Context: an optimization exercise on an open-source flow, tuned for small area, a short achievable clock period and few clock cycles. The choices shown serve that exercise and are no tape-out recipe. RTL that was checked went through simulation tests only; none was proved equivalent to the original. Power is estimated from default activity; no workload was simulated.

## lane 1
// reuleaux
module reuleaux(input logic clk, input logic rst_n, input logic [2:0] colour,
                input logic [7:0] centre_x, input logic [6:0] centre_y, input logic [7:0] diameter,
                input logic start, output logic done,
                output logic [7:0] vga_x, output logic [6:0] vga_y,
                output logic [2:0] vga_colour, output logic vga_plot);
clock: 10.0 ns
lec_check: 0
abc_area: 1
cap_margin: 20
core_margin: 2
core_utilization: 40
slew_margin: 20
standard.sh (not shown) runs the stock make flow with config.mk's settings and CLKGATE_MAP_FILE= SYNTH_SCRIPT=/design/flow/synth_recipe.tcl, a recipe that flattens the netlist after the stock synthesis.
==> flow/flow/run.sh <==
#!/bin/bash
set -euo pipefail
bash standard.sh finish SETUP_SLACK_MARGIN=6.8 > standard_flow.log 2>&1
Lane 1 ran to completion and came out clean on the timing, design-rule and antenna checks.
[inputs] lane 2 vs lane 1
Settings: clearing ABC_AREA, which used to be 1.
sky130_fd_sc_hd__edfxtp_1 as the library cell contributing the largest single delay on the critical path was reported by lane 1, and sky130_fd_sc_hd__or4b_4 by lane 2. Of the two values seen for worst setup path endpoint, u_ctl.vga_x[5] was produced by lane 1 and u_ctl.cr[3] by lane 2. For mean instance size in the synthesized netlist, dividing the value from lane 2 by the value from lane 1 gives 1.16. As far as clock network power is concerned, lane 1 and lane 2 perform about the same. Lane 1 has higher via count than lane 2. On area share of xor/xnor cells in the synthesized design, the higher figure sits with lane 2, not lane 1. Looking at origin of the worst setup path, the u_ctl.cr[1] result is from lane 1; the u_ctl.ox[0] one comes from lane 2. Lane 2 vs. lane 1: peak ir drop on the vdd network has decreased; share of the final layout cell area in sequential cells has decreased.
No run of this note included a check of the RTL's function; only the layout flow was run.

========
rev 12:
reuleaux, a different RTL version from the one above (not shown whole).
Size: roughly 1700 cells after synthesis, ~150 flip-flops, about 49 I/O pins, ~13000 um2 of cells after synthesis.
export LEC_CHECK = 0
export ABC_AREA = 1
export CAP_MARGIN = 20
export CORE_MARGIN = 2
export CORE_UTILIZATION = 40
export SLEW_MARGIN = 20
create_clock -name core_clock -period 10.0 [get_ports {clk}]
Scripts as last shown in full above: flow/flow/run.sh
Modified inputs, rev 13 compared to rev 12
Settings: removing ABC_AREA (formerly 1).
==> flow/run.sh (new file) <==
#!/bin/bash
# synth_recipe.tcl (not shown) runs the flow's synth.tcl, then flattens the netlist and writes it again
# the make line also repeats each setting of config.mk as NAME=value (left out here)
make -C /OpenROAD-flow-scripts/flow DESIGN_CONFIG=/design/flow/config.mk WORK_HOME=/design/flow/orfs CLKGATE_MAP_FILE= SYNTH_SCRIPT=/design/flow/synth_recipe.tcl finish
removed: flow/flow/run.sh
removed: flow/standard.sh
--- outcome ---
Compared with rev 12, in rev 13 total power shrank by 0.00032 W; internal power of the cells -0.000065 W; met1 layer wirelength in the final routing went down by 7.8%; instance count after placement with tap cells included lost 407. Of the two values seen for most common cell after layout, fill and taps aside, sky130_fd_sc_hd__ha_1 was produced by rev 13 and sky130_fd_sc_hd__nand2_1 by rev 12. Cmp rev 12 and rev 13 / global-route usage / lower: rev 13. Going from rev 12 to rev 13, initial cell density of the core fell by 0.19 points, final design area excluding fillers has decreased. Delta(count of clock-buffer cells in the layout, rev 13 - rev 12) < 0.
Function was not checked in any run of this note: the RTL went through the layout flow alone.

========
## run A
reuleaux, a different RTL version from the one above (not shown whole).
Size: ~1300 cells after synthesis, ~170 flip-flops.
## reuleaux
module reuleaux(input logic clk, input logic rst_n, input logic [2:0] colour,
                input logic [7:0] centre_x, input logic [6:0] centre_y, input logic [7:0] diameter,
                input logic start, output logic done,
                output logic [7:0] vga_x, output logic [6:0] vga_y,
                output logic [2:0] vga_colour, output logic vga_plot);
make LEC_CHECK=0 CAP_MARGIN=20 CORE_MARGIN=2 CORE_UTILIZATION=50 PLACE_DENSITY=0.8 SLEW_MARGIN=20 finish   # period 10.0 ns
run.sh (not shown) runs the stock make flow with config.mk's settings and CLKGATE_MAP_FILE= SYNTH_SCRIPT=/design/flow/synth_recipe.tcl, a recipe that flattens the netlist after the stock synthesis.
Stock flow here: none of the scripts above is used.
Run A ran to completion and came out clean on the timing, design-rule and antenna checks.
Testbench counts of run A, summed over its fixed seeds: cycles 17,484.
The inputs of run Y differ from those of run A as listed below.
Settings: GPL_ROUTABILITY_DRIVEN now 0, previously not set; CORE_UTILIZATION now 40, was 50.
==> results.txt <==
Compared with run A, in run Y depth of the worst register-to-register path has remained practically unchanged, worst-case setup margin in the final layout now sits lower. Summary of the comparison: power share of the clock group is lower in run Y, relative to run A. Going from run A to run Y, tap cell count rose 72; core utilization fell 11 points; via count about even; final hold slack rose 8.9 ps; area growth from synthesis to layout rose 0.36 points.

==> re-timing with driven ports <==
In the flow no input, the clock included, has a driving cell. The finished layouts below were timed again as built, in two steps. Step 1 assumes that a clkbuf_16 drives the clock port and a buf_2 every other input. Step 2 moves the port delays by t, midway between the first and last clock arrival at a register: inputs arrive t later, outputs are due t later. That takes back most of the time a late clock gives input paths. Three values: no drivers, after step 1, after step 2; two values: the first two.
run | t, ns | slack for setup (ns) | worst setup path after step 2 | worst register clock-pin slew, ns
lane 1 | 0.481 | 6.844 / 6.844 / 6.394 | input to register | 0.07 / 0.07
lane 2 | 0.487 | 6.503 / 6.503 / 6.296 | input to register | 0.07 / 0.07
rev 12 | 0.504 | 6.786 / 6.786 / 6.397 | input to register | 0.07 / 0.07
rev 13 | 0.482 | 5.935 / 5.935 / 5.796 | input to register | 0.08 / 0.08
run A | 0.485 | 5.982 / 5.982 / 5.982 | register to register | 0.07 / 0.07
run Y | 0.489 | 5.974 / 5.974 / 5.974 | register to register | 0.07 / 0.07
After both steps setup and hold are still met in every run listed. The setup slack of lane 1, which loses most, moves by 0.000 ns with the drivers and by -0.450 ns with both steps.
